Context: an optimization exercise on an open-source flow, tuned for small area. The choices shown serve that exercise and are no tape-out recipe.
The RTL was checked by simulation tests, not by an equivalence proof against the original design.
Power figures rest on the tool's default switching activity, not on a simulated workload.

--- flow/run.sh ---
#!/bin/bash
# synth_recipe.tcl (not shown) runs the flow's synth.tcl, then flattens the netlist and writes it again
# the make line also repeats each setting of config.mk as NAME=value (left out here)
make -C /OpenROAD-flow-scripts/flow DESIGN_CONFIG=/design/flow/config.mk WORK_HOME=/design/flow/orfs CLKGATE_MAP_FILE= SYNTH_SCRIPT=/design/flow/synth_recipe.tcl finish
--- flow/config.mk ---
export PLATFORM = sky130hd
export DESIGN_NAME = ping_pong
export DESIGN_NICKNAME = ping_pong
export VERILOG_FILES = /design/flow/design.v
export SDC_FILE = /design/flow/constraint.sdc
export NUM_CORES = 4
export LEC_CHECK = 0
export CAP_MARGIN = 20
export CORE_MARGIN = 2
export CORE_UTILIZATION = 40
export SLEW_MARGIN = 20
--- flow/constraint.sdc ---
create_clock -name core_clock -period 14.0 [get_ports {sysclk}]
set_input_delay 2.8000 -clock core_clock [delete_from_list [all_inputs] [get_ports {sysclk}]]
set_output_delay 2.8000 -clock core_clock [all_outputs]
set_load 0.01 [all_outputs]
--- flow/design.v ---
`timescale 1ns / 1ps
module ball_write(X,Y,Sx,Sy,on);
    input [2:0] X;
    input [2:0] Y;
    input on;
    output reg [7:0] Sx;
    output reg [7:0] Sy;
    always @(X, Y, on)
    begin
    Sx = 8'b00000000;
    Sy = 8'b00000000;
    if (on == 0)
    begin
        Sx = 8'b00000000;
        Sy = 8'b00000000;
    end
    else
    begin
        if (X == 3'b000)
        begin
            Sx = 8'b00000001;
            if (Y == 3'b000)
            begin
                Sy = 8'b11111110;
            end
            else if (Y == 3'b001)
            begin
                Sy = 8'b11111101;
            end
            else if (Y == 3'b010)
            begin
                Sy = 8'b11111011;
            end
            else if (Y == 3'b011)
            begin
                Sy = 8'b11110111;
            end
            else if (Y == 3'b100)
            begin
                Sy = 8'b11101111;
            end
            else if (Y == 3'b101)
            begin
                Sy = 8'b11011111;
            end
            else if (Y == 3'b110)
            begin
                Sy = 8'b10111111;
            end
            else if (Y == 3'b111)
            begin
                Sy = 8'b01111111;
            end
        end
        if (X == 3'b001)
            Sx = 8'b00000010;
            if (Y == 3'b000)
            begin
                Sy = 8'b11111110;
            end
            else if (Y == 3'b001)
            begin
                Sy = 8'b11111101;
            end
            else if (Y == 3'b010)
            begin
                Sy = 8'b11111011;
            end
            else if (Y == 3'b011)
            begin
                Sy = 8'b11110111;
            end
            else if (Y == 3'b100)
            begin
                Sy = 8'b11101111;
            end
            else if (Y == 3'b101)
            begin
                Sy = 8'b11011111;
            end
            else if (Y == 3'b110)
            begin
                Sy = 8'b10111111;
            end
            else if (Y == 3'b111)
            begin
                Sy = 8'b01111111;
            end
        if (X == 3'b010)
        begin
            Sx = 8'b00000100;
            if (Y == 3'b000)
            begin
                Sy = 8'b11111110;
            end
            else if (Y == 3'b001)
            begin
                Sy = 8'b11111101;
            end
            else if (Y == 3'b010)
            begin
                Sy = 8'b11111011;
            end
            else if (Y == 3'b011)
            begin
                Sy = 8'b11110111;
            end
            else if (Y == 3'b100)
            begin
                Sy = 8'b11101111;
            end
            else if (Y == 3'b101)
            begin
                Sy = 8'b11011111;
            end
            else if (Y == 3'b110)
            begin
                Sy = 8'b10111111;
            end
            else if (Y == 3'b111)
            begin
                Sy = 8'b01111111;
            end
        end
        if (X == 3'b011)
        begin
            Sx = 8'b00001000;
            if (Y == 3'b000)
            begin
                Sy = 8'b11111110;
            end
            else if (Y == 3'b001)
            begin
                Sy = 8'b11111101;
            end
            else if (Y == 3'b010)
            begin
                Sy = 8'b11111011;
            end
            else if (Y == 3'b011)
            begin
                Sy = 8'b11110111;
            end
            else if (Y == 3'b100)
            begin
                Sy = 8'b11101111;
            end
            else if (Y == 3'b101)
            begin
                Sy = 8'b11011111;
            end
            else if (Y == 3'b110)
            begin
                Sy = 8'b10111111;
            end
            else if (Y == 3'b111)
            begin
                Sy = 8'b01111111;
            end
        end
        if (X == 3'b100)
        begin
            Sx = 8'b00010000;
            if (Y == 3'b000)
            begin
                Sy = 8'b11111110;
            end
            else if (Y == 3'b001)
            begin
                Sy = 8'b11111101;
            end
            else if (Y == 3'b010)
            begin
                Sy = 8'b11111011;
            end
            else if (Y == 3'b011)
            begin
                Sy = 8'b11110111;
            end
            else if (Y == 3'b100)
            begin
                Sy = 8'b11101111;
            end
            else if (Y == 3'b101)
            begin
                Sy = 8'b11011111;
            end
            else if (Y == 3'b110)
            begin
                Sy = 8'b10111111;
            end
            else if (Y == 3'b111)
            begin
                Sy = 8'b01111111;
            end
        end
        if (X == 3'b101)
        begin
            Sx = 8'b00100000;
            if (Y == 3'b000)
            begin
                Sy = 8'b11111110;
            end
            else if (Y == 3'b001)
            begin
                Sy = 8'b11111101;
            end
            else if (Y == 3'b010)
            begin
                Sy = 8'b11111011;
            end
            else if (Y == 3'b011)
            begin
                Sy = 8'b11110111;
            end
            else if (Y == 3'b100)
            begin
                Sy = 8'b11101111;
            end
            else if (Y == 3'b101)
            begin
                Sy = 8'b11011111;
            end
            else if (Y == 3'b110)
            begin
                Sy = 8'b10111111;
            end
            else if (Y == 3'b111)
            begin
                Sy = 8'b01111111;
            end
        end
        if (X == 3'b110)
        begin
            Sx = 8'b01000000;
            if (Y == 3'b000)
            begin
                Sy = 8'b11111110;
            end
            else if (Y == 3'b001)
            begin
                Sy = 8'b11111101;
            end
            else if (Y == 3'b010)
            begin
                Sy = 8'b11111011;
            end
            else if (Y == 3'b011)
            begin
                Sy = 8'b11110111;
            end
            else if (Y == 3'b100)
            begin
                Sy = 8'b11101111;
            end
            else if (Y == 3'b101)
            begin
                Sy = 8'b11011111;
            end
            else if (Y == 3'b110)
            begin
                Sy = 8'b10111111;
            end
            else if (Y == 3'b111)
            begin
                Sy = 8'b01111111;
            end
        end
        if (X == 3'b111)
        begin
            Sx = 8'b10000000;
            if (Y == 3'b000)
            begin
                Sy = 8'b11111110;
            end
            else if (Y == 3'b001)
            begin
                Sy = 8'b11111101;
            end
            else if (Y == 3'b010)
            begin
                Sy = 8'b11111011;
            end
            else if (Y == 3'b011)
            begin
                Sy = 8'b11110111;
            end
            else if (Y == 3'b100)
            begin
                Sy = 8'b11101111;
            end
            else if (Y == 3'b101)
            begin
                Sy = 8'b11011111;
            end
            else if (Y == 3'b110)
            begin
                Sy = 8'b10111111;
            end
            else if (Y == 3'b111)
            begin
                Sy = 8'b01111111;
            end
        end
    end
end
endmodule
`timescale 1ns / 1ps
module paddle_write1(pos,Sx,Sy,on);
       input [2:0] pos; 
       input on;
       output reg [7:0] Sx;
       output reg [7:0] Sy;
       always @(pos, on)
       begin
            if (on == 0)
            begin
                Sx = 8'b00000000;
                Sy = 8'b00000000;
            end
            else
            begin
                Sx = 8'b00000000;
                Sx[pos] = 1'b1;
                Sx[pos + 1] = 1'b1;
                Sx[pos + 2] = 1'b1;
                Sy = 8'b01111111;
            end
       end
endmodule
module paddle_write2(pos,Sx,Sy,on);
       input [2:0] pos; 
       input on;
       output reg [7:0] Sx;
       output reg [7:0] Sy;
       always @(pos, on)
       begin
            if (on == 0)
            begin
                Sx = 8'b00000000;
                Sy = 8'b00000000;
            end
            else
            begin
                Sx = 8'b00000000;
                Sx[pos] = 1'b1;
                Sx[pos + 1] = 1'b1;
                Sx[pos + 2] = 1'b1;
                Sy = 8'b11111110;
            end
       end
endmodule
`timescale 1ns / 1ps
module ping_pong(Ox,Oy,sysclk,rst,p1b1,p1b2,p2b1,p2b2,divclk,divclk2,divclk3,DA,D1,D2,Dt1,Dt2
);
    input sysclk;
    input rst;
    input p1b1;
    input p1b2;
    input p2b1;
    input p2b2;
    output [7:0] Ox;
    output [7:0] Oy;
    output [6:0] DA;
    output Dt1, Dt2;
    assign Dt1 = 1'b1;
    assign Dt2 = 1'b1;
    wire [6:0] DA1;
    wire [6:0] DA2;
    output reg D1;
    output reg D2;
    assign DA = DA1 | DA2;
    wire [7:0] Sx;
    wire [7:0] Sy;
    wire [7:0] Px1;
    wire [7:0] Py1;
    wire [7:0] Px2;
    wire [7:0] Py2;
    wire [7:0] Px;
    wire [7:0] Py;
    wire [2:0] Wx;
    wire [2:0] Wy;
    output divclk;
    output divclk2;
    output divclk3;
    reg ball_on;
    reg paddle_on1;
    reg paddle_on2;
    ball_write l1(Wx, Wy, Sx, Sy, ball_on);
    reg [2:0] dir;
    reg [2:0] X;
    reg [2:0] Y;
    reg [2:0] P1;
    reg [2:0] P2;
    integer ctr;
    integer disp;
    reg [3:0] sc1;
    reg [3:0] sc2;
    paddle_write1 d1(P1, Px1, Py1, paddle_on1);
    paddle_write2 d2(P2, Px2, Py2, paddle_on2);
    assign Wx = X;
    assign Wy = Y;
    assign Ox = Sx | Px1 | Px2;
    assign Oy = Sy | Py1 | Py2;
    wire rise1, rise2, rise3;
    freq_div  #(.DIVISOR(28'd700))  f1(sysclk, rst, divclk,  rise1);
    freq_div2 #(.DIVISOR(28'd1000)) f2(sysclk, rst, divclk2, rise2);
    freq_div3 #(.DIVISOR(28'd200))  f3(sysclk, rst, divclk3, rise3);
    bcd_display bd1(sc1, D1, DA1);
    bcd_display bd2(sc2, D2, DA2);
    always @(posedge sysclk)
    begin
        if (rst)
        begin
            D1 <= 1'b1;
            D2 <= 1'b1;
            disp <= 0;
        end
        else if (rise3)
        begin
            if (disp % 2 == 0)
            begin
                D1 <= 1'b1;
                D2 <= 1'b0;
            end
            if (disp % 2 == 1)
            begin
                D1 <= 1'b0;
                D2 <= 1'b1;
            end
            disp <= disp + 1;
        end
    end
    reg [2:0] nP1, nP2;
    always @(*)
    begin
        nP1 = P1;
        nP2 = P2;
        if (p1b1 == 1)
        begin
            if (nP1 != 3'b000)
                nP1 = nP1 - 1;
        end
        if (p1b2 == 1)
        begin
            if (nP1 != 3'b101)
                nP1 = nP1 + 1;
        end
        if (p2b1 == 1)
        begin
            if (nP2 != 3'b000)
                nP2 = nP2 - 1;
        end
        if (p2b2 == 1)
        begin
            if (nP2 != 3'b101)
                nP2 = nP2 + 1;
        end
    end
    always @(posedge sysclk)
    begin
        if (rst)
        begin
            P1 <= 3'b000;
            P2 <= 3'b000;
        end
        else if (rise2)
        begin
            P1 <= nP1;
            P2 <= nP2;
        end
    end
    always @(posedge sysclk)
    begin
        if (rst)
        begin
            ball_on <= 1;
            paddle_on1 <= 0;
            paddle_on2 <= 0;
            ctr <= 0;
        end
        else if (rise3)
        begin
            if (ctr % 3 == 0)
            begin
                ball_on <= 1;
                paddle_on1 <= 0;
                paddle_on2 <= 0;
            end
            if (ctr % 3 == 1)
            begin
                ball_on <= 0;
                paddle_on1 <= 1;
                paddle_on2 <= 0;
            end
            if (ctr % 3 == 2)
            begin
                ball_on <= 0;
                paddle_on1 <= 0;
                paddle_on2 <= 1;
            end
            ctr <= ctr + 1;
        end
    end
    reg [2:0] nX, nY, ndir;
    reg [3:0] nsc1, nsc2;
    always @(*)
    begin
        nX = X;
        nY = Y;
        ndir = dir;
        nsc1 = sc1;
        nsc2 = sc2;
        if (nX == 3'b000)
        begin
            if (ndir == 3'b011)
                ndir = 3'b001;
            if (ndir == 3'b100)
                ndir = 3'b000;
            if (ndir == 3'b101)
               ndir = 3'b111;
        end
        if (nX == 3'b111)
        begin
            if (ndir == 3'b000)
                ndir = 3'b100;
            if (ndir == 3'b001)
                ndir = 3'b011;
            if (ndir == 3'b111)
               ndir = 3'b101;
        end
        if (nY == 3'b000 )
        begin
            if (P2 == nX)
            begin
                ndir = 3'b011;
            end
            else if (P2 + 1 == nX)
            begin
                ndir = 3'b010;
            end
            else if (P2 + 2 == nX)
            begin
                ndir = 3'b001;
            end
            else
            begin
                nX = 3'b100;
                nY = 3'b100;
                ndir = 3'b010;
                nsc1 = nsc1 + 1;
            end
        end
        if (nY == 3'b111)
        begin
            if (P1 == nX)
            begin
                ndir = 3'b101;
            end
            else if (P1 + 1 == nX)
            begin
                ndir = 3'b110;
            end
            else if (P1 + 2 == nX)
            begin
                ndir = 3'b111;
            end
            else
            begin
                nX = 3'b100;
                nY = 3'b100;
                ndir = 3'b110;
                nsc2 = nsc2 + 1;
            end
        end
        if (ndir == 3'b000)
        begin
            nX = nX + 1;
        end
        if (ndir == 3'b001)
        begin
            nX = nX + 1;
            nY = nY + 1;
        end
        if (ndir == 3'b010)
        begin
            nY = nY + 1;
        end
        if (ndir == 3'b011)
        begin
            nX = nX - 1;
            nY = nY + 1;
        end
        if (ndir == 3'b100)
        begin
            nX = nX - 1;
        end
        if (ndir == 3'b101)
        begin
            nX = nX - 1;
            nY = nY - 1;
        end
        if (ndir == 3'b110)
         begin
            nY = nY - 1;
        end
        if (ndir == 3'b111)
        begin
            nX = nX + 1;
            nY = nY - 1;
        end
    end
    always @(posedge sysclk)
    begin
        if (rst)
        begin
            dir <= 3'b001;
            X <= 3'b100;
            Y <= 3'b100;
            sc1 <= 4'b0000;
            sc2 <= 4'b0000;
        end
        else if (rise1 && ctr % 3 == 0)
        begin
            dir <= ndir;
            X <= nX;
            Y <= nY;
            sc1 <= nsc1;
            sc2 <= nsc2;
        end
    end
endmodule
module freq_div(clk, rst, out_clk, rise);
    input clk;
    input rst;
    output reg out_clk;
    output rise;
    reg[27:0] counter;
    parameter DIVISOR = 28'd7000000;
    assign rise = !out_clk && (counter < DIVISOR/2);
    always @(posedge clk)
    begin
        if (rst)
        begin
            counter <= 28'd0;
            out_clk <= 1'b0;
        end
        else
        begin
        counter <= counter + 1;
        if (counter >= (DIVISOR-1))
            counter <= 28'd0;
        out_clk <= (counter < DIVISOR/2) ? 1'b1 : 1'b0;
        end
    end
endmodule
module freq_div2(clk, rst, out_clk, rise);
    input clk;
    input rst;
    output reg out_clk;
    output rise;
    reg[27:0] counter;
    parameter DIVISOR = 28'd10000000;
    assign rise = !out_clk && (counter < DIVISOR/2);
    always @(posedge clk)
    begin
        if (rst)
        begin
            counter <= 28'd0;
            out_clk <= 1'b0;
        end
        else
        begin
        counter <= counter + 1;
        if (counter >= (DIVISOR-1))
            counter <= 28'd0;
        out_clk <= (counter < DIVISOR/2) ? 1'b1 : 1'b0;
        end
    end
endmodule
module freq_div3(clk, rst, out_clk, rise);
    input clk;
    input rst;
    output reg out_clk;
    output rise;
    reg[27:0] counter;
    parameter DIVISOR = 28'd2000000;
    assign rise = !out_clk && (counter < DIVISOR/2);
    always @(posedge clk)
    begin
        if (rst)
        begin
            counter <= 28'd0;
            out_clk <= 1'b0;
        end
        else
        begin
        counter <= counter + 1;
        if (counter >= (DIVISOR-1))
            counter <= 28'd0;
        out_clk <= (counter < DIVISOR/2) ? 1'b1 : 1'b0;
        end
    end
endmodule
module bcd_display(
    input [3:0] sc1,
    input D1,
    output reg [6:0] DA1
);
    always @(*)
    begin
        if (D1 == 1'b0)
            DA1 = 7'b0000000;
        else
        begin
            case (sc1)
                4'b0000: DA1 = 7'b1000000;  
                4'b0001: DA1 = 7'b1111001;  
                4'b0010: DA1 = 7'b0100100;  
                4'b0011: DA1 = 7'b0110000;  
                4'b0100: DA1 = 7'b0011001;  
                4'b0101: DA1 = 7'b0010010;  
                4'b0110: DA1 = 7'b0000010;  
                4'b0111: DA1 = 7'b1111000;  
                4'b1000: DA1 = 7'b0000000;  
                4'b1001: DA1 = 7'b0010000;  
                default : DA1 = 7'b0000000;
           endcase
        end
    end
endmodule
==> impl_metrics.toml <==
[outcome]
status = "timing/DRC/antenna clean"

[setup_path]
cp.arrival_ns = 12.98
r2r_start = "ctr[0]$_SDFFE_PP0P_"
cp-end-kind = "register"
cp-start-kind = "register"
path_class = "register to register"
worstPathRequired_ns = 14.31
critPathMaxFanout = 18
crit_path_max_incr_delay_ns = 0.57
critPathLaunch = "ctr[0]$_SDFFE_PP0P_"
cpMaxStageDelayCell = "and3_1"

[power_and_ir_drop]
irDropWorstVdd_mv = 0.146
p_leak_nw = 5.65
p_per_area_nw_per_um2 = 74.4

[flow_run]
maxCapViolCount = 0

[hold_path]
hp-class = "register to register"
hold_start = "f2.counter[0]$_SDFF_PP0_"

[synth]
async_flop_share = 0
synthSimpleGateAreaFrac = 0.260
netlist_area_um2 = 13100
syn_area_per_cell_um2 = 8.10
synth_top_family_by_area = "simple AND/OR/NAND/NOR gates"
syn_inst = 1616
synth_fa_ha_area_frac = 0.0641
synth_mux_area_frac = 0.0226
synth_top_area_cell = "dfxtp_1"
yosysUniqueCellTypes = 99
synth_seq_cells = 193
synth-edff-count = 0
synth_ff_type = "dfxtp_1"
yosysTopAreaCellShare = 0.295
synth_area_leaders = "dfxtp_1 30%, ha_1 6.4%, xor2_1 6.0%, nor2_1 5.2%, xnor2_1 4.7%"
synth_xor_xnor_area_share = 0.111
synth-compound-area-share = 0.198
ys_seq_area_frac = 0.295
ys_warn_count = 8

[timing]
min_period_ns = 12.67
fin_crit_sh = 0.905
tns_ns = 0
setup_ws_ns = 1.33
setup_viol = 0
worst_pin_slew_ns = 1.00
fmaxAchievable_mhz = 78.9
relSlewSlack = 0.329
fin_worst_skew_ns = 0.00887
finalMaxSlewViolations = 0
finalHoldViolCount = 0

[floorplan]
coreArea_um2 = 32400
start_util = 0.404
die_h_um = 185
io_pins = 36
rows = 66
die_area_um2 = 34200
fp.dieW_um = 185

[clock_tree]
clk_pin_slew_ns = 0.08
cts_buffers = 17
clk_latency_ns = 0.43
ctsHtreeMaxLevel = 4
cts_tree = "yes"
holdBufCountCts = 0
cts_setup_buffers = 0
post_cts_resized = 0
cts-root-buf = "clkbuf_16"
clockBufferDepth = 2
clkSinkCount = 193

[global_route]
grt_max_degree = 80
antenna_found_initial = 0
grt-ovfl-total = 0
grt_first_pass_wirelength_um = 50500
grt_pass1_vias = 10600
track_usage = 0.175

[final_layout]
final_util = 0.447
fin_nets = 1722
stdcell_area_um2 = 14500
area_growth_pct = 10.6
drive_gt1_frac = 0.0632
num_antenna_cells = 0

[drt]
drc = 0
drt_iter0_drc = 898
antenna_left = 0
wire_per_inst_um = 14.0
vias_per_cell = 5.48
routed_wl_um = 29500
dr.pass1.iters = 9
via_count = 11500

[place]
gp_congestion = 0.846
dpl_worst_slack_ns = 1.28
hpwl_um = 21600
place_area_um2 = 13800
port_buffers = 33
-- cell usage in the layout, fill, tap and decap left out, drive strengths merged, types with 18 or more instances in the layout --
| cell | netlist | final |
|---|---|---|
| nand2 | 144 | 144 |
| ha | 67 | 67 |
| mux2i | 19 | 19 |
| xnor2 | 71 | 71 |
| nand4 | 32 | 32 |
| nor3 | 52 | 52 |
| a21oi | 67 | 67 |
| inv | 60 | 68 |
| and2 | 18 | 18 |
| a31oi | 20 | 20 |
| dfxtp | 193 | 193 |
| o21ai | 71 | 71 |
| clkdlybuf4s50 | 0 | 32 |
| nor4 | 35 | 35 |
| conb | 2 | 58 |
| xor2 | 92 | 92 |
| and3 | 35 | 35 |
| or3 | 22 | 22 |
| nand3 | 65 | 65 |
| nor2 | 183 | 183 |
-- metrics by stage --
stage	hold slack [ns]	power, mW	std cells
after floorplan	0.418	0.580	1672
after global placement	0.430	0.584	2072
after detailed placement	0.436	0.584	2072
after CTS	0.451	1.09	2104
after global routing	0.476	1.12	2104
final	0.454	1.08	2104
-- sequential cells by signal, indices dropped and copies added, names as in the netlist, named ones only --
signal      cells
f2.out_clk      1
D1              1
dir             3
sc1             4
paddle_on2      1
P2              3
X               3
D2              1
ball_on         1
ctr            32
f1.out_clk      1
disp           32
paddle_on1      1
f2.counter     28
f3.counter     28
Y               3
f3.out_clk      1
f1.counter     28
P1              3
sc2             4
-- cell families (layout without fill, tap and decap cells) --
group                    count (synthesis)  in the layout
buffers and inverters                  144            134
other                                    2             58
adder cells (fa/ha/maj)                 67             67
XOR/XNOR                               163            163
flip-flops                             193            193
AND/OR/NAND/NOR                        662            662
multiplexers                            28             28
AO/OA/AOI/OAI                          357            357
-- final timing paths --
| check | end | slack, ns | cells past startpoint |
|---|---|---|---|
| max | register | 1.33 | 50 |
| min | f2.counter[0]$_SDFF_PP0_ | 0.45 | 1 |
| max reg2reg | register | 1.33 | 50 |
| min reg2reg | f2.counter[0]$_SDFF_PP0_ | 0.45 | 1 |
-- per-layer routing --
| layer | up-vias | global-route usage | share of wire |
|---|---|---|---|
| li1 | 5891 | - | - |
| met5 | - | 0 | 0 |
| met2 | 256 | 0.281 | 0.45 |
| met1 | 5350 | 0.246 | 0.50 |
| met4 | 0 | 0.0470 | 0.016 |
| met3 | 30 | 0.0254 | 0.039 |
-- layout make-up --
class                           count  area (um2)
Clock buffer                       17         425
Fill cell                        3231       17900
Sequential cell                   193        3860
Multi-Input combinational cell   1335        8810
Timing Repair Buffer               41         388
Inverter                           61         229
Clock inverter                     15         204
Tap cell                          442         553
-- critical path, delay by kind of cell, from the launching register on --
kind            cells  cell delay [ns]
compound gates     16             4.68
simple gates       19             4.54
fa+ha+maj           5             1.20
buf+inv             6             0.70
xor+xnor            3             0.66
flops               1             0.48
mux                 1             0.28
-- synth_stat cells (all sizes together), types with 35 or more instances --
master    n
xor2     92
dfxtp   193
nor4     35
and3     35
ha       67
o21ai    71
buf      40
a21oi    67
nor2    183
inv      60
clkbuf   43
nand3    65
nor3     52
xnor2    71
nand2   144
-- power breakdown --
| group | switching (mW) | internal [mW] | total [mW] | leakage [nW] |
|---|---|---|---|---|
| logic | 0.00909 | 0.00312 | 0.0122 | 3.77 |
| registers | 0.00197 | 0.557 | 0.559 | 1.58 |
| clock network | 0.244 | 0.262 | 0.506 | 0.307 |

what the ideal ports hide:
The results above use ideal ports. As a check the final layout listed here was re-extracted and re-timed, cells and wires unchanged. Step 1 (the two cells are an assumption about what drives the block):
set clk [get_ports {sysclk}]
set_driving_cell -lib_cell sky130_fd_sc_hd__clkbuf_16 $clk
set_driving_cell -lib_cell sky130_fd_sc_hd__buf_2 [delete_from_list [all_inputs] $clk]
Step 2 times the ports against the registers' clock, not the clock port: input delays grow and output delays shrink by t, the midpoint of the rising clock arrivals with the driver on. a / b / c = ideal ports / drivers / drivers and shift; a / b = the first two.
t (ns): 0.474
slack for setup (ns): 1.332 / 1.332 / 1.332
worst setup path at the end: register to register
After both steps this run still meets setup and hold. For this run, drivers alone change the setup slack by 0.000 ns; drivers and shift together by 0.000 ns.
